This design comes from an exercise in tuning for a short achievable clock period on the open sky130 flow, not from production work.
Where RTL was checked, it was by simulation tests only, not by an equivalence proof against the original.
For runs 6 and 7, only the layout was checked, not whether the RTL still works.
The flow treats the clock pin as an ideal source, which a real chip does not have.
Power is estimated from default activity; no workload was simulated.

--- config.mk ---
export PLATFORM = sky130hd
export DESIGN_NAME = sync_fifo
export DESIGN_NICKNAME = sync_fifo
export VERILOG_FILES = /design/flow/design.v
export SDC_FILE = /design/flow/constraint.sdc
export NUM_CORES = 4
export LEC_CHECK = 0
export ABC_CLOCK_PERIOD_IN_PS = 1200
export CAP_MARGIN = 20
export CORE_MARGIN = 2
export CORE_UTILIZATION = 60
export CTS_CLUSTER_DIAMETER = 60
export CTS_CLUSTER_SIZE = 20
export SETUP_SLACK_MARGIN = 2.7
export SLEW_MARGIN = 20
--- flow/run.sh ---
#!/bin/bash
# Own flow: the standard layout (standard.sh), with two changes:
#  - the resizer may change a cell's footprint (MATCH_CELL_FOOTPRINT=0);
#  - before detailed placement, flow/pre_dp.tcl puts each output port's buffer
#    at its port and the read data flip-flop that drives it next to the buffer.
# The make output goes to standard.log in this folder.
set -e
bash standard.sh MATCH_CELL_FOOTPRINT=0 PRE_DETAIL_PLACE_TCL="$PWD/flow/pre_dp.tcl" finish > standard.log 2>&1
--- standard.sh ---
#!/bin/bash
# synth_recipe.tcl (not shown) runs the flow's synth.tcl, then flattens the netlist and writes it again
# the make line also repeats each setting of config.mk as NAME=value (left out here)
make -C /OpenROAD-flow-scripts/flow DESIGN_CONFIG=/design/flow/config.mk WORK_HOME=/design/flow/orfs CLKGATE_MAP_FILE= SYNTH_SCRIPT=/design/flow/synth_recipe.tcl "${@:-finish}"
--- constraint.sdc ---
create_clock -name core_clock -period 4.0 [get_ports {clk}]
set_input_delay 0.8000 -clock core_clock [delete_from_list [all_inputs] [get_ports {clk}]]
set_output_delay 0.8000 -clock core_clock [all_outputs]
set_load 0.01 [all_outputs]
--- flow/pre_dp.tcl ---
# Before detailed placement: put each output port's buffer at the port and the
# flip-flop that drives it (when it drives little else) right next to the buffer, so the register-to-output
# wires are short.  Detailed placement then legalizes the moved cells.
set block [ord::get_db_block]
set core [$block getCoreArea]
set cx0 [$core xMin]; set cy0 [$core yMin]; set cx1 [$core xMax]; set cy1 [$core yMax]
set dbu [$block getDbUnitsPerMicron]
proc clampv {v lo hi} { expr {$v < $lo ? $lo : ($v > $hi ? $hi : $v)} }
set moved 0
foreach bterm [$block getBTerms] {
  if {[$bterm getIoType] ne "OUTPUT"} { continue }
  set net [$bterm getNet]
  set buf ""
  foreach it [$net getITerms] { if {[$it isOutputSignal]} { set buf [$it getInst] } }
  if {$buf eq ""} { continue }
  set bb [$bterm getBBox]
  set px [expr {([$bb xMin] + [$bb xMax]) / 2}]
  set py [expr {([$bb yMin] + [$bb yMax]) / 2}]
  # direction from the port into the core
  set m [expr {2 * $dbu}]
  set bx [clampv $px [expr {$cx0 + $m}] [expr {$cx1 - 12 * $dbu}]]
  set by [clampv $py [expr {$cy0 + $m}] [expr {$cy1 - 6 * $dbu}]]
  $buf setLocation $bx $by
  $buf setPlacementStatus PLACED
  # the driver of the buffer's input
  set ff ""
  foreach it [$buf getITerms] {
    if {[$it isInputSignal]} {
      set inet [$it getNet]
      if {$inet eq "NULL"} { continue }
      foreach it2 [$inet getITerms] { if {[$it2 isOutputSignal]} { set ff [$it2 getInst] } }
    }
  }
  if {$ff eq ""} { continue }
  # only a flip-flop whose output feeds little else (the read data registers)
  set q [$ff findITerm Q]
  if {$q eq "NULL" || $q eq ""} { continue }
  if {[llength [[$q getNet] getITerms]] > 3} { continue }
  set dx 0; set dy 0
  if {$px <= $cx0} { set dx 1 } elseif {$px >= $cx1} { set dx -1 } elseif {$py <= $cy0} { set dy 1 } else { set dy -1 }
  set fx [clampv [expr {$bx + $dx * 8 * $dbu}] [expr {$cx0 + $m}] [expr {$cx1 - 12 * $dbu}]]
  set fy [clampv [expr {$by + $dy * 6 * $dbu}] [expr {$cy0 + $m}] [expr {$cy1 - 6 * $dbu}]]
  $ff setLocation $fx $fy
  $ff setPlacementStatus PLACED
  incr moved
}
puts "pre_dp: moved $moved output buffer / flip-flop pairs"
--- design.v ---
module sync_fifo #(parameter WIDTH=32, ADDR=4) (
  input clk, rst,clr,
  input wr_en,
  input [WIDTH-1:0] wdata,
  input rd_en,
  output reg [WIDTH-1:0] rdata,
  output fifo_empty,
  output reg fifo_full
);
  localparam DEPTH = 1<<ADDR ;
  reg [WIDTH-1:0] mem [0:DEPTH-1];
  reg [DEPTH-1:0] wp_q, rp_q, wen_q;
  wire [DEPTH-1:0] flip = {{(DEPTH-1){1'b0}}, 1'b1};
  wire [DEPTH-1:0] wp  = wp_q  ^ flip;
  wire [DEPTH-1:0] rp  = rp_q  ^ flip;
  wire [DEPTH-1:0] wen = wen_q ^ flip;    
  reg [DEPTH-1:1] cnt;           
  reg             emp;           
  reg             ne_o;          
  reg             nf;            
  assign fifo_empty = ~ne_o;
  wire wa  = wr_en & nf;
  wire ra  = rd_en & ~emp;
  wire inc = wa & ~ra;
  wire dec = ra & ~wa;
  wire [DEPTH:0] c      = {~nf, cnt, emp};
  wire [DEPTH:0] c_up   = {c[DEPTH-1:0], 1'b0};
  wire [DEPTH:0] c_dn   = {1'b0, c[DEPTH:1]};
  wire [DEPTH:0] c_nxt  = inc ? c_up : dec ? c_dn : c;
  wire [DEPTH-1:0] wp_nxt = wa ? {wp[DEPTH-2:0], wp[DEPTH-1]} : wp;
  wire [DEPTH-1:0] rp_nxt = ra ? {rp[DEPTH-2:0], rp[DEPTH-1]} : rp;
  always @(posedge clk, negedge rst)
    if (~rst) begin
      emp        <= 1'b1;
      ne_o       <= 1'b0;
      nf         <= 1'b1;
      fifo_full  <= 1'b0;
      cnt        <= {(DEPTH-1){1'b0}};
      wp_q       <= {DEPTH{1'b0}};
      rp_q       <= {DEPTH{1'b0}};
      wen_q      <= {DEPTH{1'b0}};
    end else if (clr) begin
      emp        <= 1'b1;
      ne_o       <= 1'b0;
      nf         <= 1'b1;
      fifo_full  <= 1'b0;
      cnt        <= {(DEPTH-1){1'b0}};
      wp_q       <= {DEPTH{1'b0}};
      rp_q       <= {DEPTH{1'b0}};
      wen_q      <= {DEPTH{1'b0}};
    end else begin
      emp        <= c_nxt[0];
      ne_o       <= ~c_nxt[0];
      nf         <= ~c_nxt[DEPTH];
      fifo_full  <= c_nxt[DEPTH];
      cnt        <= c_nxt[DEPTH-1:1];
      wp_q       <= wp_nxt ^ flip;
      rp_q       <= rp_nxt ^ flip;
      wen_q      <= (wp_nxt & {DEPTH{~c_nxt[DEPTH]}}) ^ flip;
    end
  integer i;
  always @(posedge clk)
    for (i = 0; i < DEPTH; i = i + 1)
      if (wen[i])
        mem[i] <= wdata;
  reg [WIDTH-1:0] head;
  always @* begin
    head = {WIDTH{1'b0}};
    for (i = 0; i < DEPTH; i = i + 1)
      head = head | (mem[i] & {WIDTH{rp[i]}});
  end
  always @(posedge clk, negedge rst)
    if (~rst)
      rdata <= {WIDTH{1'b0}};
    else if (ra)
      rdata <= head;
endmodule
==> results of run 1 <==
## per-layer routing
layer,vias up,global-route usage
met3,170,0.04968
met2,816,0.5258
met5,-,0
li1,5552,-
met4,2,0.1184
met1,7022,0.4721
## final timing paths
check / slack [ps] / startpoint / endpoint / cells past startpoint
max in group asynchronous: 2980 / rst / rdata[6] / 2
min in group core_clock: 470 / wp_q[0] / wp_q[1] / 1
min reg2reg: 470 / wp_q[0] / wp_q[1] / 1
max reg2reg: 2290 / rp_q[8] / rdata[26] / 6
min: 230 / rst / rdata[21] / 1
max: 2110 / rdata[8] / rdata[8] / 1
## where the power goes
part           total (uW)  switching [uW]  internal, uW
clock network        4060            2060          2000
logic                 933             517           415
registers            7160            96.9          7070
total               12200            2680          9480
## logic make-up (layout without fill, tap and decap cells)
family	Yosys count	in the layout	synth area share
and+or+nand+nor	209	214	0.04227
AOI/OAI and AO/OA	328	328	0.1171
other	0	2	0
muxes	16	16	0.007299
DFF	611	611	0.8075
buffers and inverters	126	346	0.02586
## layout by cell type, fill, tap and decap left out, drive strengths merged
master and count:
a211oi 8, a21boi 1, a21oi 18, a221oi 96
a22o 64, a22oi 64, a311oi 10, a31oi 1
a41oi 32, and2 2, and3 42, buf 172
bufinv 2, clkbuf 95, clkinv 7, clkinvlp 1
dfrtp 97, dfstp 2, diode 2, dlymetal6s2s 32
edfxtp 512, inv 37, mux2 1, mux2i 15
nand2 85, nand2b 4, nand3 3, nor2 58
nor2b 2, nor3 14, nor3b 1, o21ai 34
or2 1, or3 2
## through the flow
stage	std cells	utilization	instance area, um^2	total power [uW]
after floorplan	1290	-	22240	7558
after global placement	1766	0.6389	23280	7922
after detailed placement	1766	0.6389	23280	7956
after CTS	1947	0.7329	26700	12010
after global routing	1984	0.7604	27710	12440
final	1985	0.7605	27710	12150
## final cells by class
type | count | area [um^2] | area share
flip-flops and latches | 611 | 17940 | 0.6476
inverters | 36 | 138.9 | 0.005012
repair buffers | 244 | 2694 | 0.09722
well taps | 468 | 585.6 | 0.02113
clock buffers | 55 | 1057 | 0.03816
clock inverters | 11 | 122.6 | 0.004425
diodes | 2 | 5.005 | 0.0001806
multi-input cells | 558 | 5160 | 0.1862
## registers in the layout, indices dropped and copies added, names as in the netlist
name and flops:
mem 512, rdata 32, rp_q 16, wen_q 16
wp_q 16, cnt 15, emp 1, fifo_full 1
ne_o 1, nf 1
## what timing repair did
action,in CTS,in global routing
gates resized for setup,336,140
endpoints found under the setup margin,696,451
setup buffers,100,35
pin swaps,83,72
cloned,15,1
## synth_stat cells
cell,n
a21boi_0,1
clkbuf_1,39
a22oi_1,64
nand3_1,3
nor2b_1,2
and3_1,42
buf_2,42
and2_1,1
inv_1,36
o21ai_0,34
a31oi_1,1
mux2_2,1
nand2_1,84
nor3b_1,1
buf_6,4
nor2_1,57
nand2b_1,2
or3_1,2
mux2i_1,15
clkbuf_2,1
a211oi_1,7
a311oi_1,10
a211oi_2,1
buf_4,4
edfxtp_1,512
dfrtp_1,97
nor3_1,14
dfstp_2,2
a41oi_1,32
a221oi_1,96
a22o_1,64
a21oi_1,18
or2_2,1
==> impl_metrics.csv, run 1 <==
group,metric,value,unit
outcome,status,"complete, no violations",
placed_design,portBuffers,70,
clock_network,clock_path_buffers,3,
sta,worst_slew_pin_slew,966.6,ps
global_route,grt_max_degree,64,
sta,hold_violations,0,
worst_setup_path,critPathArrivalTime,1090,ps
worst_setup_path,crit_slowest_cell,"dfrtp_1",
sta,maxSlewHeadroom,0.3556,
worst_setup_path,critPathKind,"flop to output port",
placed_design,place_hpwl,27.37,mm
yosys,syn_area,22110,um^2
clock_network,cts_buffers,38,
power_and_ir_drop,ir_drop,0.0003762,V
global_route,globalRouteTotalUtil,0.3293,
yosys,postSynthAreaPerCell,17.14,um^2
worst_setup_path,path_buf_inv,1,
detailed_routing,top_layer,"met5",
worst_setup_path,cp-end-kind,"output port",
floorplanning,start_util,0.6069,
global_route,antenna_found_initial,2,
floorplanning,die_height,196.0,um
floorplanning,rows,70,
yosys,netlist_instances,1290,
layout,fillers,2064,
yosys,synth_warnings,2,
floorplanning,die_x,196.0,um
floorplanning,dieArea,38400,um^2
clock_network,postCtsHoldBufs,0,
worst_setup_path,crit_family,"flip-flops",
run,maxCapViolCount,0,
sta,setup_violations,0,
floorplanning,ioPinCount,71,
clock_network,cts_tree,"built",
sta,timing.fmax,528.8,MHz
clock_network,root_buffer,"clkbuf_16",
detailed_routing,drt-pass1-iter-count,5,
yosys,seq_area_frac_synth,0.8075,
sta,rsz0062_at_grt,"yes",
worst_setup_path,cp_cell_sequence,"clkbuf_2",
yosys,synthesis.nets,1327,
layout,layout-drive-gt1-share,0.3446,
detailed_routing,via_per_inst,6.832,
clock_network,cts_sinks,611,
sta,skew,27.00,ps
worst_setup_path,critPathRequiredTime,3200,ps
detailed_routing,totalWireLength,64.96,mm
detailed_routing,drc,0,
yosys,yosys.area.top_type_share,0.6953,
detailed_routing,wl_met3,6.609,mm
clock_network,cts.htree.levels,2,
sta,tns,0,ps
placed_design,gp_congestion,0.7416,
global_route,grt_pass1_wl,88.99,mm
clock_network,insertion_delay,560,ps
sta,maxSlewViolCount,0,
detailed_routing,met2_length,30.60,mm
detailed_routing,drt_iter0_markers,1625,
placed_design,pre_cts_ws,1230,ps
worst_setup_path,crit_fanout,2,
yosys,synth.area.top_cells,"edfxtp_1, dfrtp_1, a221oi_1, a22o_1, a22oi_1",
sta,final.period_utilization,0.4727,
global_route,grt-ovfl-total,0,
yosys,synth_cell_types,33,
detailed_routing,wl_per_cell,32.73,um
worst_setup_path,cpPeakStageDelay,410,ps
sta,fin_ws,2109,ps
yosys,yosys.area.top_type,"edfxtp_1",
sta,hold_ws,229.2,ps
min_path,min_path_type,"input port to asynchronous set/reset pin",
yosys,ys_ff_latch,611,
power_and_ir_drop,power.leakage,0.009628,uW
sta,period_minus_slack,1891,ps
floorplanning,core,36430,um^2
layout,areaGrowthSynthToFinish,25.31,%
power_and_ir_drop,power_density,438.7,nW/um^2
worst_setup_path,cp-start-kind,"flop",
detailed_routing,drtAntennaViolNets,0,
detailed_routing,wl_met1,24.86,mm
detailed_routing,num_vias,13560,
layout,final_nets,1526,
global_route,grt_pass1_vias,12960,
clock_network,path_clk_slew,80,ps
==> run 2, diff against run 1 <==
==> flow/run.sh (replaced) <==
#!/bin/bash
# Own flow: the standard layout (standard.sh), with these changes:
#  - the resizer may change a cell's footprint (MATCH_CELL_FOOTPRINT=0);
#  - before detailed placement, flow/pre_dp.tcl puts each output port's buffer
#    at its port and the flip-flop (and inverter) that drives it next to it.
# The make output goes to standard.log in this folder.
set -e
bash standard.sh MATCH_CELL_FOOTPRINT=0 PRE_DETAIL_PLACE_TCL="$PWD/flow/pre_dp.tcl" finish > standard.log 2>&1
==> flow/pre_dp.tcl (replaced) <==
# Before detailed placement: put each output port's buffer at the port, and the
# cells that drive it (an inverter, then the flip-flop, when they drive little
# else) right next to it, further into the core, so the register-to-output
# wires are short.  Detailed placement then legalizes the moved cells.
set block [ord::get_db_block]
set core [$block getCoreArea]
set cx0 [$core xMin]; set cy0 [$core yMin]; set cx1 [$core xMax]; set cy1 [$core yMax]
set dbu [$block getDbUnitsPerMicron]
set row [expr {int(2.72 * $dbu)}]
proc clampv {v lo hi} { expr {$v < $lo ? $lo : ($v > $hi ? $hi : $v)} }
proc driver_of {inst} {
  foreach it [$inst getITerms] {
    if {[$it isInputSignal]} {
      set n [$it getNet]
      if {$n eq "NULL" || $n eq ""} { continue }
      foreach it2 [$n getITerms] { if {[$it2 isOutputSignal]} { return [$it2 getInst] } }
    }
  }
  return ""
}
proc out_fanout {inst} {
  foreach it [$inst getITerms] {
    if {[$it isOutputSignal]} {
      set n [$it getNet]
      if {$n eq "NULL" || $n eq ""} { return 99 }
      return [expr {[llength [$n getITerms]] - 1}]
    }
  }
  return 99
}
proc width_of {inst} { [$inst getMaster] getWidth }
set moved 0
foreach bterm [$block getBTerms] {
  if {[$bterm getIoType] ne "OUTPUT"} { continue }
  set net [$bterm getNet]
  set buf ""
  foreach it [$net getITerms] { if {[$it isOutputSignal]} { set buf [$it getInst] } }
  if {$buf eq ""} { continue }
  set bb [$bterm getBBox]
  set px [expr {([$bb xMin] + [$bb xMax]) / 2}]
  set py [expr {([$bb yMin] + [$bb yMax]) / 2}]
  set dx 0; set dy 0
  if {$px <= $cx0} { set dx 1 } elseif {$px >= $cx1} { set dx -1 } elseif {$py <= $cy0} { set dy 1 } else { set dy -1 }
  set m [expr {2 * $dbu}]
  set x [clampv $px [expr {$cx0 + $m}] [expr {$cx1 - [width_of $buf] - $m}]]
  set y [clampv $py [expr {$cy0 + $m}] [expr {$cy1 - $row - $m}]]
  $buf setLocation $x $y
  $buf setPlacementStatus PLACED
  set prev $buf
  # walk back: at most an inverter, then the flip-flop
  for {set k 0} {$k < 2} {incr k} {
    set d [driver_of $prev]
    if {$d eq ""} { break }
    if {[out_fanout $d] > 2} { break }
    set isff [expr {[$d findITerm Q] ne "NULL" && [$d findITerm Q] ne ""}]
    if {$dx == 1} { set x [expr {$x + [width_of $prev]}] } elseif {$dx == -1} { set x [expr {$x - [width_of $d]}] } else { set y [expr {$y + $dy * $row}] }
    set x [clampv $x [expr {$cx0 + $m}] [expr {$cx1 - [width_of $d] - $m}]]
    set y [clampv $y [expr {$cy0 + $m}] [expr {$cy1 - $row - $m}]]
    $d setLocation $x $y
    $d setPlacementStatus PLACED
    incr moved
    if {$isff} { break }
    set prev $d
  }
}
puts "pre_dp: moved $moved cells next to output buffers"
--- a/config.mk
+++ b/config.mk
@@ -8,8 +8,8 @@
 export ABC_CLOCK_PERIOD_IN_PS = 1200
 export CAP_MARGIN = 20
 export CORE_MARGIN = 2
-export CORE_UTILIZATION = 60
+export CORE_UTILIZATION = 70
 export CTS_CLUSTER_DIAMETER = 60
-export CTS_CLUSTER_SIZE = 20
+export CTS_CLUSTER_SIZE = 25
 export SETUP_SLACK_MARGIN = 2.7
 export SLEW_MARGIN = 20
==> run 2 against run 1 <==
Effect of this change:
- highest routed layer unchanged
- still clean on timing, DRC and antenna
- via count rose by 4.1%
- sequential share of layout area increased by 0.64 points
- combinational power rose by 2.7%
- utilization up 12 points
- non-clock buffer count down 20
- clock skew grew 12 ps
- cell area decreased by 0.91%
- largest cell class unchanged
- sequential power hardly changed
- first-iteration DRC count grew 28%
- final cell count decreased by 4.3%
- critical endpoint is now fifo_empty
==> impl_metrics.csv, run 2 <==
group,metric,value,unit
sta,tns,0,ps
power_and_ir_drop,power.leakage,0.009459,uW
global_route,grt_max_degree,64,
floorplanning,die_height,181.7,um
worst_setup_path,r2r_slack,2160,ps
worst_setup_path,critPathRequiredTime,3200,ps
layout,ff_latch_area,17960,um^2
global_route,globalRouteTotalUtil,0.3810,
floorplanning,core,31310,um^2
layout,multi_input_area,5134,um^2
sta,hold_violations,0,
detailed_routing,wl_per_cell,35.60,um
layout,largest_register_ffs,512,
yosys,synthArstFlopShare,0.1620,
min_path,min_path_type,"input port to asynchronous set/reset pin",
sta,maxSlewHeadroom,0.4998,
detailed_routing,num_vias,14120,
clock_network,cts_sinks,611,
clock_network,path_clk_slew,90,ps
sta,final.period_utilization,0.4766,
yosys,postSynthAreaPerCell,17.14,um^2
yosys,synth_cell_types,33,
worst_setup_path,cp-start-kind,"flop",
sta,setup_violations,0,
layout,final_cell_mix,"edfxtp_1, buf_4, dfrtp_1, a22oi_1, a22o_1",
sta,skew,39.48,ps
worst_setup_path,rr_startpoint,"rp_q[15]",
yosys,seq_area_frac_synth,0.8075,
floorplanning,ioPinCount,71,
placed_design,gp_congestion,0.7570,
detailed_routing,drt-pass1-iter-count,5,
layout,final_nets,1509,
layout,layout-drive-gt1-share,0.3364,
worst_setup_path,critPathArrivalTime,1110,ps
detailed_routing,totalWireLength,67.64,mm
yosys,syn_area,22110,um^2
yosys,synth.area.top_cells,"edfxtp_1, dfrtp_1, a221oi_1, a22o_1, a22oi_1",
floorplanning,rows,65,
worst_setup_path,r2r-end,"rdata[18]",
outcome,status,"complete, no violations",
power_and_ir_drop,power_density,447.7,nW/um^2
worst_setup_path,r2r_cells,6,
detailed_routing,via_per_inst,7.429,
sta,maxSlewViolCount,0,
yosys,synth-main-ff-cell,"edfxtp_1",
worst_setup_path,cp-end-kind,"output port",
power_and_ir_drop,ir_drop,0.0004184,V
sta,rsz0062_at_grt,"yes",
yosys,synth_edf_count,512,
yosys,yosys.area.top_type_share,0.6953,
sta,period_minus_slack,1906,ps
detailed_routing,drt_iter0_markers,2073,
global_route,grt_pass1_vias,13520,
sta,timing.fmax,524.6,MHz
global_route,grt-ovfl-total,0,
run,maxCapViolCount,0,
power_and_ir_drop,power,12290,uW
placed_design,place_hpwl,27.04,mm
layout,top_register,"mem",
worst_setup_path,critPathKind,"flop to output port",
yosys,yosys.area.top_type,"edfxtp_1",
floorplanning,die_x,181.7,um
clock_network,root_buffer,"clkbuf_16",
clock_network,clock_path_buffers,3,
layout,final_common_cell,"edfxtp_1",
yosys,synth_warnings,2,
yosys,synthTopCellsByCount,"edfxtp_1, dfrtp_1, a221oi_1, nand2_1",
yosys,yosysMostFrequentCell,"edfxtp_1",
global_route,antenna_found_initial,1,
placed_design,portBuffers,70,
worst_setup_path,crit_fanout,1,
layout,top_regs,"mem x512, rdata x32",
sta,worst_slew_pin_slew,750.4,ps
clock_network,cts.htree.levels,2,
floorplanning,start_util,0.7062,
global_route,grt_pass1_wl,89.62,mm
layout,areaGrowthSynthToFinish,24.17,%
yosys,synthesis.nets,1327,
floorplanning,dieArea,33030,um^2
layout,fillers,1160,
detailed_routing,drtAntennaViolNets,0,
yosys,netlist_instances,1290,
layout,final_util,0.8768,
yosys,ys_ff_latch,611,
detailed_routing,drc,0,
clock_network,insertion_delay,560,ps
clock_network,cts_buffers,37,
layout,antennaDiodeCount,0,
clock_network,cts_tree,"built",
## run 2: cell type report
| type | count | area share |
|---|---|---|
| tap | 402 | 0.01832 |
| clock inverter | 24 | 0.009251 |
| multi-input combinational | 562 | 0.1870 |
| inverter | 36 | 0.005059 |
| clock buffer | 41 | 0.03509 |
| timing repair buffer | 224 | 0.09128 |
| sequential | 611 | 0.6540 |
## run 2: per-layer routing
layer  GRT usage  vias up  share of wire
met1      0.5527     7128           0.35
met2      0.6089     1183           0.48
met4      0.1249        2          0.053
met3     0.06318      274           0.12
li1            -     5529              -
met5           0        -        0.00013
## run 2: stage by stage
stage,std cells,hold WS (ps),area (um^2),setup slack (ps)
after global placement,1694,466.2,23160,1318
after global routing,1900,249.0,27460,2070
final,1900,205.0,27460,2094
after CTS,1867,329.7,26450,2117
after detailed placement,1696,467.5,23200,1263
after floorplan,1290,445.2,22240,2373
## run 2: report_power, final
part,switching (uW),total (uW),internal (uW)
combinational,528,958,430
clock,2190,4140,1950
sequential,123,7190,7070
## run 2: worst max-delay path, cell delays in order (launching register included)
cell and delay (ps):
dfrtp_1 380, inv_1 60, buf_2 120
## run 2: worst max path at each step
stage	to	depth (start not counted)	startpoint
finish	fifo_empty	2	ne_o
global route	fifo_empty	2	ne_o
CTS	rdata[15]	1	rdata[15]
detailed placement	rdata[13]	5	rd_en
global placement	cnt[11]	5	wr_en
floorplan	cnt[3]	5	wr_en
## run 2: repair_timing
| item | in CTS | in global routing |
|---|---|---|
| cloned | 21 | 2 |
| setup endpoints to repair | 798 | 462 |
| resized for setup | 334 | 150 |
| pin swaps | 107 | 76 |
| hold buffers | 0 | 0 |
| setup buffers | 85 | 31 |
## run 2: logic make-up after synthesis
family                 count (synthesis)  synth area share
AO/OA/AOI/OAI                        328            0.1171
AND/OR/NAND/NOR                      209           0.04227
flip-flops                           611            0.8075
multiplexers                          16          0.007299
buffers and inverters                126           0.02586
==> run 3, diff against run 2 <==
==> flow/run.sh (replaced) <==
#!/bin/bash
# Own flow: the standard layout (standard.sh), with these changes:
#  - the resizer may change a cell's footprint (MATCH_CELL_FOOTPRINT=0);
#  - the clock may also be routed on met2 (less capacitance per um than met3);
#  - before detailed placement, flow/pre_dp.tcl puts each output port's buffer
#    at its port and the flip-flop (and inverter) that drives it next to it.
# The make output goes to standard.log in this folder.
set -e
bash standard.sh MATCH_CELL_FOOTPRINT=0 MIN_CLK_ROUTING_LAYER=met2 PRE_DETAIL_PLACE_TCL="$PWD/flow/pre_dp.tcl" finish > standard.log 2>&1
--- a/config.mk
+++ b/config.mk
@@ -8,8 +8,8 @@
 export ABC_CLOCK_PERIOD_IN_PS = 1200
 export CAP_MARGIN = 20
 export CORE_MARGIN = 2
-export CORE_UTILIZATION = 70
+export CORE_UTILIZATION = 60
 export CTS_CLUSTER_DIAMETER = 60
-export CTS_CLUSTER_SIZE = 25
+export CTS_CLUSTER_SIZE = 20
 export SETUP_SLACK_MARGIN = 2.7
 export SLEW_MARGIN = 20
==> run 3 against run 2 <==
Effect of this change:
- still clean
- synthesized cell count stayed put
- total power is 1.4% lower
- first-iteration DRC count is 16% lower
- worst setup slack better by 9.4 ps
- synthesized area stayed put
- final cell count is 4.2% higher
- die area is 16% higher
- non-clock buffer count is 14 higher
- clock skew is 21 ps lower
- register-to-register slack better by 130 ps
- critical endpoint is now rdata[6]
==> impl_metrics.csv, run 3 <==
group,metric,value,unit
outcome,status,"complete, no violations",
worst_setup_path,cp-end-kind,"output port",
yosys,synth-compound-area-share,0.1171,
floorplanning,start_util,0.6069,
detailed_routing,wl_per_cell,31.44,um
clock_network,insertion_delay,550,ps
floorplanning,core,36430,um^2
sta,timing.fmax,527.2,MHz
power_and_ir_drop,power_density,443.1,nW/um^2
yosys,yosys.area_share.xor_xnor,0,
worst_setup_path,path_buf_inv,1,
global_route,grt_pass1_wl,87.46,mm
global_route,antenna_found_initial,1,
sta,fin_ws,2103,ps
yosys,synthArstFlopShare,0.1620,
placed_design,portBuffers,70,
global_route,globalRouteTotalUtil,0.3234,
clock_network,cts_buffers,39,
detailed_routing,totalWireLength,62.24,mm
layout,top_register,"mem",
yosys,synthSimpleGateAreaFrac,0.04227,
layout,largest_register_ffs,512,
clock_network,cts.htree.levels,2,
placed_design,place_hpwl,27.22,mm
sta,setup_violations,0,
clock_network,root_buffer,"clkbuf_16",
yosys,seq_area_frac_synth,0.8075,
sta,hold_violations,0,
yosys,synth_edf_count,512,
clock_network,clock_path_buffers,3,
yosys,ys_ff_latch,611,
floorplanning,rows,70,
worst_setup_path,cp-start-kind,"flop",
yosys,syn_area,22110,um^2
global_route,grt_max_degree,64,
layout,layout-drive-gt1-share,0.3256,
sta,maxSlewHeadroom,0.3966,
clock_network,postCtsHoldBufs,0,
floorplanning,dieArea,38400,um^2
detailed_routing,drt_iter0_markers,1736,
yosys,synth-main-ff-cell,"edfxtp_1",
sta,final.period_utilization,0.4742,
floorplanning,ioPinCount,71,
yosys,yosysMostFrequentCell,"edfxtp_1",
worst_setup_path,cpPeakStageDelay,410,ps
yosys,yosys.area.top_type,"edfxtp_1",
worst_setup_path,cp_cell_sequence,"buf_6",
detailed_routing,drt-pass1-iter-count,5,
layout,multi_input_area,4938,um^2
global_route,grt_pass1_vias,12680,
detailed_routing,drtAntennaViolNets,0,
power_and_ir_drop,ir_drop,0.0004641,V
worst_setup_path,crit_fanout,2,
worst_setup_path,critPathKind,"flop to output port",
global_route,grt-ovfl-total,0,
placed_design,gp_congestion,0.7416,
placed_design,pre_cts_ws,1262,ps
layout,areaGrowthSynthToFinish,23.73,%
floorplanning,die_x,196.0,um
layout,top_regs,"mem x512, rdata x32",
detailed_routing,num_vias,13190,
detailed_routing,via_per_inst,6.662,
sta,period_minus_slack,1897,ps
layout,ff_latch_area,17940,um^2
yosys,synth_cell_types,33,
clock_network,cts_tree,"built",
yosys,muxShareOfSynthArea,0.007300,
sta,rsz0062_at_grt,"yes",
clock_network,path_clk_slew,80,ps
min_path,min_path_type,"input port to asynchronous set/reset pin",
layout,final_cell_mix,"edfxtp_1, buf_4, dfrtp_1, a22o_1, a22oi_1",
yosys,synth_fa_ha_area_frac,0,
worst_setup_path,critPathArrivalTime,1100,ps
power_and_ir_drop,power.leakage,0.009422,uW
layout,final_nets,1521,
worst_setup_path,critPathRequiredTime,3200,ps
yosys,synthTopCellsByCount,"edfxtp_1, dfrtp_1, a221oi_1, nand2_1",
sta,tns,0,ps
layout,fillers,2120,
detailed_routing,drc,0,
clock_network,cts_sinks,611,
sta,skew,18.43,ps
yosys,yosys.area.top_type_share,0.6953,
yosys,synthesis.nets,1327,
sta,maxSlewViolCount,0,
yosys,postSynthAreaPerCell,17.14,um^2
yosys,synth_warnings,2,
yosys,synth.area.top_cells,"edfxtp_1, dfrtp_1, a221oi_1, a22o_1, a22oi_1",
worst_setup_path,crit_family,"flip-flops",
worst_setup_path,crit_slowest_cell,"dfrtp_1",
yosys,netlist_instances,1290,
floorplanning,die_height,196.0,um
layout,final_common_cell,"edfxtp_1",
sta,worst_slew_pin_slew,905.1,ps
run,maxCapViolCount,0,
yosys,synth_top_family_by_area,"compound AO/OA/AOI/OAI gates",
-- run 3: cell count changes in the layout (fill, tap and decap cells not counted), sizes merged --
cell,previous run,this run
clkbuf,81,96
buf,152,165
clkinvlp,7,1
inv,42,36
and2,5,2
clkdlybuf4s50,1,3
clkinv,9,11
dlymetal6s2s,31,29
bufinv,2,1
diode,0,1
nor2b,3,2
-- run 3: worst paths after layout --
kind,end,slack (ps),depth (start not counted),startpoint
worst max-delay path,rdata[6],2100,1,rdata[6]
worst min-delay path,rdata[18],220,1,rst
worst max register to register,rdata[1],2290,6,rp_q[8]
worst min register to register,wp_q[0],530,1,wp_q[15]
max in group asynchronous,rdata[8],3000,2,rst
min in group core_clock,wp_q[0],530,1,wp_q[15]
-- run 3: where the power goes --
group          internal, uW  switching, uW
registers              7060           94.7
logic                   400            495
clock network          2020           2050
total                  9480           2640
-- run 3: repair_timing --
| item | in CTS | in global routing |
|---|---|---|
| gates cloned | 12 | 2 |
| resized for setup | 297 | 122 |
| endpoints found under the setup margin | 555 | 532 |
| pin swaps | 92 | 81 |
| setup buffers | 103 | 28 |
-- run 3: per-layer routing --
| layer | global-route usage | up-vias | share of wire |
|---|---|---|---|
| met5 | 0 | - | 0 |
| met4 | 0.06538 | 0 | 0.023 |
| met3 | 0.04985 | 84 | 0.087 |
| met2 | 0.5387 | 676 | 0.49 |
| met1 | 0.4640 | 6875 | 0.40 |
| li1 | - | 5555 | - |
-- run 3: per-stage QoR --
| step | hold slack [ps] | power, uW | cells | utilization | cell area [um^2] |
|---|---|---|---|---|---|
| after global routing | 246.4 | 12450 | 1980 | 0.7509 | 27360 |
| final | 215.6 | 12120 | 1980 | 0.7509 | 27360 |
| after global placement | 465.2 | 7922 | 1766 | 0.6389 | 23280 |
| after floorplan | 445.2 | 7558 | 1290 | - | 22240 |
| after detailed placement | 468.5 | 7953 | 1766 | 0.6389 | 23280 |
| after CTS | 342.7 | 12060 | 1949 | 0.7288 | 26560 |
-- run 3: worst reg2reg max path: stages, from the launching register on --
cell	delay, ps
dfrtp_4	580
buf_12	170
clkbuf_16	150
a22o_1	210
a221oi_2	150
and3_1	200
a41oi_2	100
-- run 3: cells by family (layout without fill, tap and decap cells) --
| group | count (synthesis) | count (layout) |
|---|---|---|
| AOI/OAI and AO/OA | 328 | 328 |
| buffers and inverters | 126 | 342 |
| DFF | 611 | 611 |
| muxes | 16 | 16 |
| other | 0 | 1 |
| and+or+nand+nor | 209 | 214 |
-- run 3: cell type report --
cell class / count / share of cell area
flip-flops and latches: 611 / 0.6559
multi-input cells: 558 / 0.1805
repair buffers: 238 / 0.09257
clock buffers: 55 / 0.04016
well taps: 468 / 0.02140
inverters: 36 / 0.005077
clock inverters: 13 / 0.004253
diodes: 1 / 0.00009147
==> run 4, diff against run 3 <==
==> flow/run.sh (replaced) <==
#!/bin/bash
# Own flow: the standard layout (standard.sh), with these changes:
#  - the resizer may change a cell's footprint (MATCH_CELL_FOOTPRINT=0);
#  - the clock is routed on met4 and met5 only (less capacitance per um);
#  - before detailed placement, flow/pre_dp.tcl puts each output port's buffer
#    at its port and the flip-flop (and inverter) that drives it next to it.
# The make output goes to standard.log in this folder.
set -e
bash standard.sh MATCH_CELL_FOOTPRINT=0 MIN_CLK_ROUTING_LAYER=met4 PRE_DETAIL_PLACE_TCL="$PWD/flow/pre_dp.tcl" finish > standard.log 2>&1
==> run 4 against run 3 <==
Effect of this change:
- clock power about the same
- first-iteration DRC count decreased by 12%
- register-to-register slack about the same
- wire length increased by 6.0%
- count of clock-buffer cells in the layout unchanged
- total power increased by 0.50%
- via count increased by 2.0%
- worst hold slack got worse by 10 ps
- critical path depth increased by 1
- worst setup slack got worse by 30 ps
- maximum frequency decreased by 1.6%
==> impl_metrics.csv, run 4 <==
group,metric,value,unit
sta,skew,15.00,ps
worst_setup_path,critPathArrivalTime,1130,ps
sta,timing.fmax,518.9,MHz
power_and_ir_drop,power_density,440.0,nW/um^2
placed_design,gp_congestion,0.7416,
yosys,postSynthAreaPerCell,17.14,um^2
detailed_routing,drc,0,
floorplanning,die_height,196.0,um
clock_network,clock_path_buffers,3,
worst_setup_path,cp-start-kind,"flop",
layout,top_regs,"mem x512, rdata x32",
floorplanning,die_x,196.0,um
yosys,syn_area,22110,um^2
yosys,synthesis.nets,1327,
clock_network,cts.htree.levels,2,
yosys,synthArstFlopShare,0.1620,
worst_setup_path,crit_fanout,1,
floorplanning,start_util,0.6069,
clock_network,postCtsHoldBufs,0,
clock_network,cts_buffers,39,
global_route,grt_pass1_wl,97.21,mm
layout,largest_register_ffs,512,
yosys,yosys.area.top_type,"edfxtp_1",
yosys,synth.area.top_cells,"edfxtp_1, dfrtp_1, a221oi_1, a22o_1, a22oi_1",
detailed_routing,num_vias,13450,
floorplanning,ioPinCount,71,
sta,tns,0,ps
layout,layout-drive-gt1-share,0.3366,
clock_network,root_buffer,"clkbuf_16",
global_route,antenna_found_initial,1,
detailed_routing,drt_iter0_markers,1534,
worst_setup_path,startpoint,"ne_o",
power_and_ir_drop,power.leakage,0.009595,uW
layout,final_cell_area,27690,um^2
placed_design,portBuffers,70,
worst_setup_path,rr_startpoint,"rp_q[8]",
yosys,synth_warnings,2,
sta,period_minus_slack,1927,ps
run,maxCapViolCount,0,
placed_design,place_hpwl,27.22,mm
sta,hold_violations,0,
yosys,ys_ff_latch,611,
yosys,netlist_instances,1290,
power_and_ir_drop,power,12180,uW
min_path,min_path_type,"input port to asynchronous set/reset pin",
layout,final_util,0.7600,
detailed_routing,drt-pass1-iter-count,5,
yosys,yosysMostFrequentCell,"edfxtp_1",
floorplanning,core,36430,um^2
global_route,grt_max_degree,64,
layout,final_cell_mix,"edfxtp_1, buf_4, dfrtp_1, a22o_1, a22oi_1",
worst_setup_path,cp-end-kind,"output port",
clock_network,cts_tree,"built",
sta,worst_slew_pin_slew,667.2,ps
outcome,status,"complete, no violations",
detailed_routing,drtAntennaViolNets,0,
detailed_routing,totalWireLength,65.95,mm
layout,final_common_cell,"edfxtp_1",
global_route,globalRouteTotalUtil,0.3531,
clock_network,insertion_delay,570,ps
sta,maxSlewHeadroom,0.5552,
global_route,grt_pass1_vias,13810,
yosys,yosys.area.top_type_share,0.6953,
clock_network,path_clk_slew,80,ps
worst_setup_path,critPathRequiredTime,3200,ps
sta,rsz0062_at_grt,"yes",
sta,final.period_utilization,0.4818,
yosys,synth_cell_types,33,
global_route,grt-ovfl-total,0,
floorplanning,dieArea,38400,um^2
clock_network,cts_sinks,611,
placed_design,place_area,23280,um^2
yosys,seq_area_frac_synth,0.8075,
layout,top_register,"mem",
sta,setup_violations,0,
detailed_routing,via_per_inst,6.761,
layout,final_nets,1531,
floorplanning,rows,70,
detailed_routing,wl_per_cell,33.14,um
yosys,synth_edf_count,512,
power_and_ir_drop,ir_drop,0.0005181,V
yosys,synth-main-ff-cell,"edfxtp_1",
worst_setup_path,critPathKind,"flop to output port",
yosys,synthTopCellsByCount,"edfxtp_1, dfrtp_1, a221oi_1, nand2_1",
layout,areaGrowthSynthToFinish,25.24,%
sta,maxSlewViolCount,0,
[run 4: cell types whose count changed in the layout (fill, tap and decap cells not counted), sizes merged]
cell,previous run,this run
buf,165,174
clkbuf,96,97
clkdlybuf4s50,3,1
dlymetal6s2s,29,31
[run 4: metal layers]
| metal | GRT usage | vias to the layer above | routed length, um |
|---|---|---|---|
| met5 | 0.09962 | - | 158 |
| met4 | 0.1768 | 6 | 3257 |
| met3 | 0.1068 | 195 | 6248 |
| met2 | 0.5793 | 762 | 31170 |
| met1 | 0.4209 | 6910 | 25120 |
| li1 | - | 5581 | - |
[run 4: report_power, final]
| group | switching, uW | leakage [uW] | internal [uW] |
|---|---|---|---|
| clock network | 2070 | 0.000599 | 2020 |
| logic | 532 | 0.00313 | 416 |
| registers | 89.2 | 0.00586 | 7060 |
[run 4: metrics by stage]
stage	hold WS, ps	worst slack, ps	std cells
2_1_floorplan	445.2	2373	1290
3_3_place_gp	465.2	1302	1766
3_5_place_dp	468.5	1262	1766
4_1_cts	342.7	2077	1949
5_1_grt	251.5	2039	1990
6_report	205.6	2073	1990
[run 4: cell families after synthesis]
logic type	after synthesis	synth area share
flip-flops	611	0.8075
multiplexers	16	0.007299
buffers and inverters	126	0.02586
AND/OR/NAND/NOR	209	0.04227
AO/OA/AOI/OAI	328	0.1171
[run 4: final timing paths]
check / to / slack, ps / cells past startpoint
setup / recovery: fifo_empty / 2070 / 2
min in group core_clock: wp_q[0] / 540 / 1
setup reg to reg: rdata[28] / 2290 / 6
max in group asynchronous: rdata[30] / 2990 / 2
hold reg to reg: wp_q[0] / 540 / 1
hold / removal: rdata[18] / 210 / 1
[run 4: worst max-delay path: stages, from the launching register on]
cell and delay, ps:
dfrtp_1 380, inv_1 60, buf_2 130
[run 4: layout make-up]
| class | instances | area (um^2) |
|---|---|---|
| well taps | 468 | 585.6 |
| inverters | 36 | 138.9 |
| flip-flops and latches | 611 | 17940 |
| clock inverters | 13 | 116.4 |
| fillers | 2074 | 8743 |
| multi-input cells | 558 | 5009 |
| repair buffers | 248 | 2796 |
| clock buffers | 55 | 1099 |
| diodes | 1 | 2.502 |
[run 4: what timing repair did]
| item | 4_1_cts | 5_1_grt |
|---|---|---|
| setup endpoints to repair | 555 | 767 |
| cloned | 12 | 5 |
| pin swaps | 92 | 81 |
| setup buffers | 103 | 35 |
| resized for setup | 297 | 154 |
==> run 5, diff against run 4 <==
==> flow/run.sh (replaced) <==
#!/bin/bash
# Own flow: the standard layout (standard.sh), with these changes:
#  - the resizer may change a cell's footprint (MATCH_CELL_FOOTPRINT=0);
#  - before detailed placement, flow/pre_dp.tcl puts each output port's buffer
#    at its port and the flip-flop (and inverter) that drives it next to it,
#    and fixes them there.
# The make output goes to standard.log in this folder.
set -e
bash standard.sh MATCH_CELL_FOOTPRINT=0 PRE_DETAIL_PLACE_TCL="$PWD/flow/pre_dp.tcl" finish > standard.log 2>&1
--- a/flow/pre_dp.tcl
+++ b/flow/pre_dp.tcl
@@ -1,7 +1,8 @@
 # Before detailed placement: put each output port's buffer at the port, and the
 # cells that drive it (an inverter, then the flip-flop, when they drive little
 # else) right next to it, further into the core, so the register-to-output
-# wires are short.  Detailed placement then legalizes the moved cells.
+# wires are short.  The moved cells are legalized here and then fixed (FIRM),
+# so that later legalization steps do not move them away again.
 set block [ord::get_db_block]
 set core [$block getCoreArea]
 set cx0 [$core xMin]; set cy0 [$core yMin]; set cx1 [$core xMax]; set cy1 [$core yMax]
@@ -30,6 +31,7 @@
 }
 proc width_of {inst} { [$inst getMaster] getWidth }
 set moved 0
+set fixed {}
 foreach bterm [$block getBTerms] {
   if {[$bterm getIoType] ne "OUTPUT"} { continue }
   set net [$bterm getNet]
@@ -46,6 +48,7 @@
   set y [clampv $py [expr {$cy0 + $m}] [expr {$cy1 - $row - $m}]]
   $buf setLocation $x $y
   $buf setPlacementStatus PLACED
+  lappend fixed $buf
   set prev $buf
   # walk back: at most an inverter, then the flip-flop
   for {set k 0} {$k < 2} {incr k} {
@@ -58,9 +61,12 @@
     set y [clampv $y [expr {$cy0 + $m}] [expr {$cy1 - $row - $m}]]
     $d setLocation $x $y
     $d setPlacementStatus PLACED
+    lappend fixed $d
     incr moved
     if {$isff} { break }
     set prev $d
   }
 }
-puts "pre_dp: moved $moved cells next to output buffers"
+detailed_placement
+foreach inst $fixed { $inst setPlacementStatus FIRM }
+puts "pre_dp: moved $moved cells next to output buffers, fixed [llength $fixed] cells"
==> run 5 against run 4 <==
Effect of this change:
- via count down 0.88%
- sequential power barely moved
- highest routed layer is now met4
- worst setup slack improved by 27 ps
- maximum frequency is 1.4% higher
- still clean
==> impl_metrics.csv, run 5 <==
group,metric,value,unit
worst_setup_path,r2r-end,"rdata[1]",
worst_setup_path,cp.depth,1,
worst_setup_path,cp-start-kind,"flop",
floorplanning,core,36430,um^2
yosys,synth-compound-area-share,0.1171,
worst_setup_path,critPathKind,"flop to output port",
sta,hold_violations,0,
power_and_ir_drop,power,12230,uW
sta,maxSlewHeadroom,0.3897,
sta,hold_ws,206.4,ps
worst_setup_path,crit_family,"flip-flops",
clock_network,postCtsHoldBufs,0,
sta,tns,0,ps
yosys,yosys.area_share.xor_xnor,0,
yosys,synth_top_family_by_area,"compound AO/OA/AOI/OAI gates",
detailed_routing,drt_iter0_markers,1512,
floorplanning,ioPinCount,71,
clock_network,clock_path_buffers,3,
floorplanning,dieArea,38400,um^2
yosys,synthTopCellsByCount,"edfxtp_1, dfrtp_1, a221oi_1, nand2_1",
detailed_routing,totalWireLength,62.77,mm
global_route,grt_pass1_vias,13110,
placed_design,place_area,23280,um^2
placed_design,gp_congestion,0.7416,
clock_network,root_buffer,"clkbuf_16",
layout,final_nets,1521,
detailed_routing,num_vias,13340,
layout,top_register,"mem",
yosys,synth_cell_types,33,
yosys,synth.area.top_cells,"edfxtp_1, dfrtp_1, a221oi_1, a22o_1, a22oi_1",
layout,top_regs,"mem x512, rdata x32",
detailed_routing,drtAntennaViolNets,0,
worst_setup_path,critPathArrivalTime,1100,ps
clock_network,cts_sinks,611,
run,maxCapViolCount,0,
floorplanning,die_height,196.0,um
worst_setup_path,r2r_slack,2300,ps
worst_setup_path,crit_slowest_cell,"dfrtp_1",
clock_network,cts.htree.levels,2,
yosys,synthSimpleGateAreaFrac,0.04227,
yosys,seq_area_frac_synth,0.8075,
sta,worst_slew_pin_slew,915.4,ps
yosys,yosysMostFrequentCell,"edfxtp_1",
outcome,status,"complete, no violations",
sta,fin_ws,2100,ps
global_route,grt-ovfl-total,0,
yosys,synthesis.nets,1327,
yosys,ys_ff_latch,611,
detailed_routing,wl_per_cell,31.65,um
worst_setup_path,rr_startpoint,"rp_q[8]",
yosys,yosys.area.top_type_share,0.6953,
yosys,netlist_instances,1290,
sta,maxSlewViolCount,0,
worst_setup_path,cp-end-kind,"output port",
worst_setup_path,critPathRequiredTime,3200,ps
detailed_routing,via_per_inst,6.725,
placed_design,place_hpwl,27.61,mm
global_route,antenna_found_initial,1,
clock_network,cts_buffers,39,
detailed_routing,drc,0,
power_and_ir_drop,power.leakage,0.009576,uW
sta,rsz0062_at_grt,"yes",
global_route,grt_max_degree,64,
min_path,min_path_type,"input port to asynchronous set/reset pin",
sta,skew,21.39,ps
placed_design,portBuffers,70,
worst_setup_path,path_buf_inv,1,
layout,layout-drive-gt1-share,0.3322,
worst_setup_path,cp-endpoint,"rdata[3]",
floorplanning,rows,70,
yosys,synthArstFlopShare,0.1620,
floorplanning,start_util,0.6069,
global_route,globalRouteTotalUtil,0.3303,
power_and_ir_drop,ir_drop,0.0003487,V
yosys,postSynthAreaPerCell,17.14,um^2
clock_network,insertion_delay,560,ps
yosys,synth_warnings,2,
detailed_routing,drt-pass1-iter-count,5,
placed_design,pre_cts_ws,1263,ps
yosys,synth_edf_count,512,
sta,period_minus_slack,1900,ps
yosys,yosys.area.top_type,"edfxtp_1",
sta,final.period_utilization,0.4749,
global_route,grt_pass1_wl,89.15,mm
worst_setup_path,startpoint,"rdata[3]",
sta,timing.fmax,526.4,MHz
clock_network,path_clk_slew,80,ps
worst_setup_path,cpPeakStageDelay,410,ps
layout,final_cell_area,27530,um^2
worst_setup_path,r2r_cells,6,
layout,final_cell_mix,"edfxtp_1, buf_4, a221oi_2, dfrtp_1, a22o_1",
power_and_ir_drop,power_density,444.3,nW/um^2
sta,setup_violations,0,
yosys,muxShareOfSynthArea,0.007300,
yosys,synth-main-ff-cell,"edfxtp_1",
layout,largest_register_ffs,512,
worst_setup_path,crit_fanout,2,
layout,areaGrowthSynthToFinish,24.48,%
clock_network,cts_tree,"built",
floorplanning,die_x,196.0,um
layout,final_common_cell,"edfxtp_1",
worst_setup_path,cp_cell_sequence,"clkbuf_2",
yosys,synth_fa_ha_area_frac,0,
yosys,syn_area,22110,um^2
## run 5: cell counts after synthesis
Identical to the previous run, type by type.
## run 5: final cells by class
class	instances	area, um^2
antenna	1	2.502
multi-input combinational	558	5002
clock buffer	59	1124
clock inverter	12	133.9
fill	2102	8910
inverter	36	138.9
sequential	611	17940
timing repair buffer	238	2594
tap	468	585.6
## run 5: cells by family after synthesis
family / count (synthesis)
AOI/OAI and AO/OA: 328
muxes: 16
DFF: 611
and+or+nand+nor: 209
buffers and inverters: 126
## run 5: report_power, final
group          leakage [uW]  internal (uW)  switching (uW)  total [uW]
clock              0.000608           2110            2050        4150
combinational       0.00311            413             507         920
sequential          0.00586           7070            92.9        7160
## run 5: per-layer routing
metal / wire length, um / vias up / global-route usage / share of wire
met2: 29840 / 750 / 0.5231 / 0.48
met3: 6239 / 129 / 0.05604 / 0.099
li1: - / 5570 / - / -
met5: 0 / - / 0 / 0
met4: 2401 / 0 / 0.1260 / 0.038
met1: 24290 / 6886 / 0.4695 / 0.39
## run 5: how the worst min path moves through the flow
stage | startpoint | end | slack, ps
5_1_grt | rst | rdata[21] | 230
6_report | rst | rdata[21] | 210
2_1_floorplan | wp_q[0] | wp_q[1] | 450
3_5_place_dp | wp_q[0] | wp_q[1] | 470
3_3_place_gp | wp_q[15] | wp_q[0] | 470
4_1_cts | rst | rdata[21] | 340
## run 5: per-stage QoR
stage          instances  utilization
3_5_place_dp        1766       0.6389
6_report            1983       0.7555
2_1_floorplan       1290            -
3_3_place_gp        1766       0.6389
4_1_cts             1965       0.7382
5_1_grt             1983       0.7555
## run 5: timing repair
item                                    CTS  global route
gates resized for setup                 327            96
pin swaps                               101            51
gates cloned                             15             1
setup buffers                           113            16
endpoints found under the setup margin  587           432
==> run 6, diff against run 5 <==
--- a/design.v
+++ b/design.v
@@ -69,9 +69,16 @@
     for (i = 0; i < DEPTH; i = i + 1)
       head = head | (mem[i] & {WIDTH{rp[i]}});
   end
+  reg [WIDTH-1:0] rdata_n;
   always @(posedge clk, negedge rst)
-    if (~rst)
-      rdata <= {WIDTH{1'b0}};
-    else if (ra)
-      rdata <= head;
+    if (~rst) begin
+      rdata   <= {WIDTH{1'b0}};
+      rdata_n <= {WIDTH{1'b1}};
+    end else if (ra) begin
+      rdata   <= head;
+      rdata_n <= ~head;
+    end else begin
+      rdata   <= ~rdata_n;
+      rdata_n <= rdata_n;
+    end
 endmodule
==> run 6 against run 5 <==
Effect of this change:
- the flow now stops in global routing (5_1_grt)
- synthesized cell count down 2.2%
- synthesized area grew 7.0%
==> impl_metrics.csv, run 6 <==
group,metric,value,unit
clock_network,postCtsHoldBufs,0,
clock_network,cts_sinks,643,
yosys,postSynthAreaPerCell,18.74,um^2
yosys,synth_warnings,2,
yosys,ys_ff_latch,643,
yosys,synth.area.top_cells,"edfxtp_1, dfrtp_1, a22o_1, a221oi_1, dfstp_2",
outcome,toolErrorMsg,"[ERROR DPL-0033] detailed placement checks failed during check placement.",
outcome,stop_stage,"global routing (5_1_grt)",
yosys,yosys.area.top_type,"edfxtp_1",
yosys,yosys.area.top_type_share,0.6500,
sta,grt-worst-endpoint,"fifo_empty",
outcome,status,"aborted with a tool error",
yosys,yosysMostFrequentCell,"edfxtp_1",
yosys,synth_edf_count,512,
yosys,synthTopCellsByCount,"edfxtp_1, a22o_1, a221oi_1, dfrtp_1, mux2i_1",
placed_design,place_hpwl,28.80,mm
clock_network,cts.htree.levels,2,
yosys,netlist_instances,1262,
yosys,syn_area,23660,um^2
placed_design,gp_congestion,0.7440,
yosys,seq_area_frac_synth,0.7903,
floorplanning,die_height,202.6,um
yosys,synth-main-ff-cell,"edfxtp_1",
yosys,synth_cell_types,35,
clock_network,cts_buffers,42,
placed_design,portBuffers,70,
yosys,synthArstFlopShare,0.2037,
global_route,antenna_found_initial,3,
sta,endpoint_type,"output port",
floorplanning,rows,72,
floorplanning,start_util,0.6092,
yosys,synthesis.nets,1299,
global_route,grt_max_degree,73,
placed_design,pre_cts_ws,1200,ps
floorplanning,die_x,202.6,um
clock_network,root_buffer,"clkbuf_16",
floorplanning,ioPinCount,71,
clock_network,clock_path_buffers,3,
## run 6: cell count changes after synthesis, moves of 33 or more
| cell | delta |
|---|---|
| buf_6 | +36 |
| o21ai_0 | -33 |
| nand2_1 | -43 |
| a22oi_1 | -63 |
| nor2_1 | -37 |
| a22o_1 | +64 |
## run 6: through the flow
| stage | cell area (um^2) | cells | total power (uW) | hold slack [ps] | util |
|---|---|---|---|---|---|
| 4_1_cts | 28990 | 2000 | 13320 | 257.8 | 0.7467 |
| 3_5_place_dp | 24670 | 1789 | 8689 | 464.3 | 0.6353 |
| 2_1_floorplan | 23780 | 1262 | 8216 | 443.9 | - |
| 3_3_place_gp | 24660 | 1789 | 8638 | 459.8 | 0.6352 |
## run 6: cells by family after synthesis
| family | after synthesis | synth area share |
|---|---|---|
| flops | 643 | 0.7903 |
| buf+inv | 98 | 0.03131 |
| mux | 79 | 0.03512 |
| simple gates | 137 | 0.03189 |
| compound gates | 305 | 0.1113 |
## run 6: power groups by stage
stage / registers [uW] / clock network, uW / logic [uW]
after floorplan: 7870 / 0 / 348
after global placement: 7850 / 0 / 790
after detailed placement: 7860 / 0 / 827
after CTS: 7720 / 4610 / 995
## run 6: repair_timing
item                       4_1_cts
cloned                          30
pin swaps                       91
resized for setup              403
setup buffers                  104
setup endpoints to repair      584
## run 6: worst min path at each step
stage                     endpoint  slack, ps
after CTS                 rdata[1]        260
after detailed placement   wp_q[0]        460
after global placement     rp_q[1]        460
after floorplan            wp_q[0]        440
==> run 7, diff against run 6 <==
==> flow/run.sh (replaced) <==
#!/bin/bash
# Own flow: the standard layout (standard.sh), with these changes:
#  - the resizer may change a cell's footprint (MATCH_CELL_FOOTPRINT=0);
#  - before detailed placement, flow/pre_dp.tcl puts each output port's buffer
#    at its port and the flip-flop (and inverter) that drives it next to it,
#    and holds them there through detailed placement; flow/unfix.tcl releases
#    them again before CTS.
# The make output goes to standard.log in this folder.
set -e
bash standard.sh MATCH_CELL_FOOTPRINT=0 PRE_DETAIL_PLACE_TCL="$PWD/flow/pre_dp.tcl" \
  PRE_CTS_TCL="$PWD/flow/unfix.tcl" finish > standard.log 2>&1
==> flow/unfix.tcl (new file) <==
# Before CTS: release the cells that flow/pre_dp.tcl fixed (FIRM), so that later
# resizing and legalization may move them if they must.
set n 0
foreach inst [[ord::get_db_block] getInsts] {
  if {[$inst getPlacementStatus] eq "FIRM"} { $inst setPlacementStatus PLACED; incr n }
}
puts "unfix: released $n cells"
==> run 7 against run 6 <==
Effect of this change:
- the run now finishes clean
- synthesized cell count stayed put
- synthesized area stayed put
==> impl_metrics.csv, run 7 <==
group,metric,value,unit
clock_network,postCtsHoldBufs,0,
worst_setup_path,critPathArrivalTime,1140,ps
sta,tns,0,ps
power_and_ir_drop,ir_drop,0.0004844,V
worst_setup_path,crit_slowest_cell,"dfrtp_1",
detailed_routing,drt-pass1-iter-count,5,
layout,layout-drive-gt1-share,0.4074,
global_route,grt_pass1_vias,13660,
yosys,synth-main-ff-cell,"edfxtp_1",
floorplanning,ioPinCount,71,
layout,largest_register_ffs,512,
sta,worst_slew_pin_slew,818.4,ps
detailed_routing,drtAntennaViolNets,0,
floorplanning,start_util,0.6092,
clock_network,insertion_delay,610,ps
sta,fin_ws,2055,ps
detailed_routing,drt_iter0_markers,1785,
placed_design,place_hpwl,28.80,mm
global_route,globalRouteTotalUtil,0.3430,
global_route,grt-ovfl-total,0,
layout,final_nets,1516,
layout,final_cell_mix,"edfxtp_1, a22o_1, a221oi_2, dfrtp_1, clkbuf_16",
floorplanning,rows,72,
global_route,antenna_found_initial,2,
sta,final.period_utilization,0.4862,
sta,period_minus_slack,1945,ps
sta,skew,40.07,ps
floorplanning,core,38830,um^2
placed_design,pre_cts_ws,1200,ps
yosys,syn_area,23660,um^2
floorplanning,die_x,202.6,um
worst_setup_path,rr_startpoint,"rp_q[1]",
sta,rsz0062_at_grt,"yes",
worst_setup_path,cpPeakStageDelay,390,ps
yosys,seq_area_frac_synth,0.7903,
worst_setup_path,critPathRequiredTime,3200,ps
detailed_routing,wl_met3,7.700,mm
clock_network,cts_sinks,643,
clock_network,path_clk_slew,80,ps
detailed_routing,drc,0,
placed_design,gp_congestion,0.7440,
worst_setup_path,critPathKind,"flop to output port",
sta,hold_violations,0,
worst_setup_path,startpoint,"ne_o",
layout,areaGrowthSynthToFinish,26.84,%
clock_network,cts_buffers,42,
yosys,netlist_instances,1262,
yosys,postSynthAreaPerCell,18.74,um^2
power_and_ir_drop,power_density,446.6,nW/um^2
layout,top_register,"mem",
yosys,synthTopCellsByCount,"edfxtp_1, a22o_1, a221oi_1, dfrtp_1, mux2i_1",
global_route,grt_max_degree,73,
detailed_routing,totalWireLength,70.84,mm
detailed_routing,via_per_inst,6.875,
global_route,grt_pass1_wl,97.73,mm
detailed_routing,wl_per_cell,34.90,um
detailed_routing,wl_met1,26.54,mm
yosys,synthesis.nets,1299,
worst_setup_path,path_buf_inv,2,
outcome,status,"complete, no violations",
layout,top_regs,"mem x512, rdata x32, rdata_n x32",
yosys,synth_cell_types,35,
sta,setup_violations,0,
worst_setup_path,cp-end-kind,"output port",
sta,maxSlewViolCount,0,
worst_setup_path,crit_family,"flip-flops",
yosys,yosysMostFrequentCell,"edfxtp_1",
yosys,synthArstFlopShare,0.2037,
placed_design,portBuffers,70,
yosys,yosys.area.top_type,"edfxtp_1",
sta,maxSlewHeadroom,0.4544,
run,maxCapViolCount,0,
yosys,synth_warnings,2,
yosys,synth_edf_count,512,
yosys,synth.area.top_cells,"edfxtp_1, dfrtp_1, a22o_1, a221oi_1, dfstp_2",
layout,fillers,2096,
layout,antennaDiodeCount,0,
clock_network,cts_tree,"built",
yosys,ys_ff_latch,643,
worst_setup_path,cp_cell_sequence,"inv_2 > buf_6",
yosys,yosys.area.top_type_share,0.6500,
floorplanning,die_height,202.6,um
worst_setup_path,cp-start-kind,"flop",
layout,final_common_cell,"edfxtp_1",
detailed_routing,top_layer,"met5",
sta,timing.fmax,514.2,MHz
detailed_routing,num_vias,13960,
power_and_ir_drop,power.leakage,0.01044,uW
floorplanning,dieArea,41030,um^2
worst_setup_path,crit_fanout,1,
detailed_routing,met2_length,33.83,mm
min_path,min_path_type,"input port to asynchronous set/reset pin",
## run 7: cell counts after synthesis
Identical to the previous run, type by type.
## run 7: through the flow
stage	instance area, um^2	util	hold WS (ps)	cells	total power, uW
2_1_floorplan	23780	-	443.9	1262	8216
3_3_place_gp	24660	0.6352	459.8	1789	8638
3_5_place_dp	24670	0.6353	464.3	1789	8689
4_1_cts	28990	0.7467	257.8	2000	13320
5_1_grt	30010	0.7728	304.2	2030	13770
6_report	30010	0.7728	258.7	2030	13400
## run 7: layout make-up
type                    count  area [um^2]  area share
clock buffers              55         1130     0.03765
clock inverters            22        264.0    0.008799
inverters                   6        30.03    0.001001
multi-input cells         525         5784      0.1928
flip-flops and latches    643        18790      0.6262
well taps                 518        648.1     0.02160
repair buffers            260         3351      0.1117
repair inverters            1        7.507   0.0002502
## run 7: logic make-up (layout without fill, tap and decap cells)
logic type	Yosys count	count (layout)	synth area share
DFF	643	643	0.7903
and+or+nand+nor	137	141	0.03189
AOI/OAI and AO/OA	305	305	0.1113
buffers and inverters	98	344	0.03131
muxes	79	79	0.03512
## run 7: repair_timing
action / 4_1_cts / 5_1_grt
pin swaps: 91 / 47
buffers inserted: 104 / 28
gates resized for setup: 403 / 130
endpoints found under the setup margin: 584 / 390
gates cloned: 30 / 2
## run 7: metal layers
| metal | up-vias | global-route usage |
|---|---|---|
| li1 | 5636 | - |
| met1 | 7324 | 0.4774 |
| met2 | 832 | 0.5346 |
| met3 | 160 | 0.08106 |
| met4 | 4 | 0.1311 |
| met5 | - | 0 |
## run 7: worst paths after layout
check                             end  slack (ps)  cells after the start
min in group core_clock       wp_q[1]         500                      1
hold / removal               rdata[1]         260                      1
setup / recovery           fifo_empty        2060                      2
setup reg to reg            rdata[11]        2210                      6
hold reg to reg               wp_q[1]         500                      1
max in group asynchronous  rdata_n[8]        2990                      2
## run 7: where the power goes
part / internal [uW] / switching, uW
logic: 522 / 578
clock network: 2300 / 2270
registers: 7580 / 150
total: 10400 / 3000

-- re-timing with driven ports --
Ports are ideal in the flow. The routed layouts listed here were re-timed in OpenROAD. Step 1: set_driving_cell puts a clkbuf_16 on clk and a buf_2 on each other input, an assumption about the parent block. Step 2 times the ports against the registers' clock, not the clock port: input delays grow and output delays shrink by t, the midpoint of the rising clock arrivals with the driver on. a / b / c = no drivers / after step 1 / after step 2; a / b = the first two.
| run | t, ns | slack for setup (ns) | pins driven straight from the clock port |
|---|---|---|---|
| run 1 | 0.601 | 2.109 / 2.055 / 1.868 | 1 |
| run 2 | 0.597 | 2.094 / 2.037 / 1.884 | 1 |
| run 3 | 0.595 | 2.103 / 2.052 / 1.901 | 1 |
| run 4 | 0.608 | 2.073 / 2.020 / 1.885 | 1 |
| run 5 | 0.605 | 2.100 / 2.045 / 1.800 | 1 |
| run 7 | 0.649 | 2.055 / 1.998 / 1.761 | 1 |
After both steps setup and hold are still met in every run listed. For run 5, which loses most, drivers alone change the setup slack by -0.055 ns; drivers and shift together by -0.300 ns.
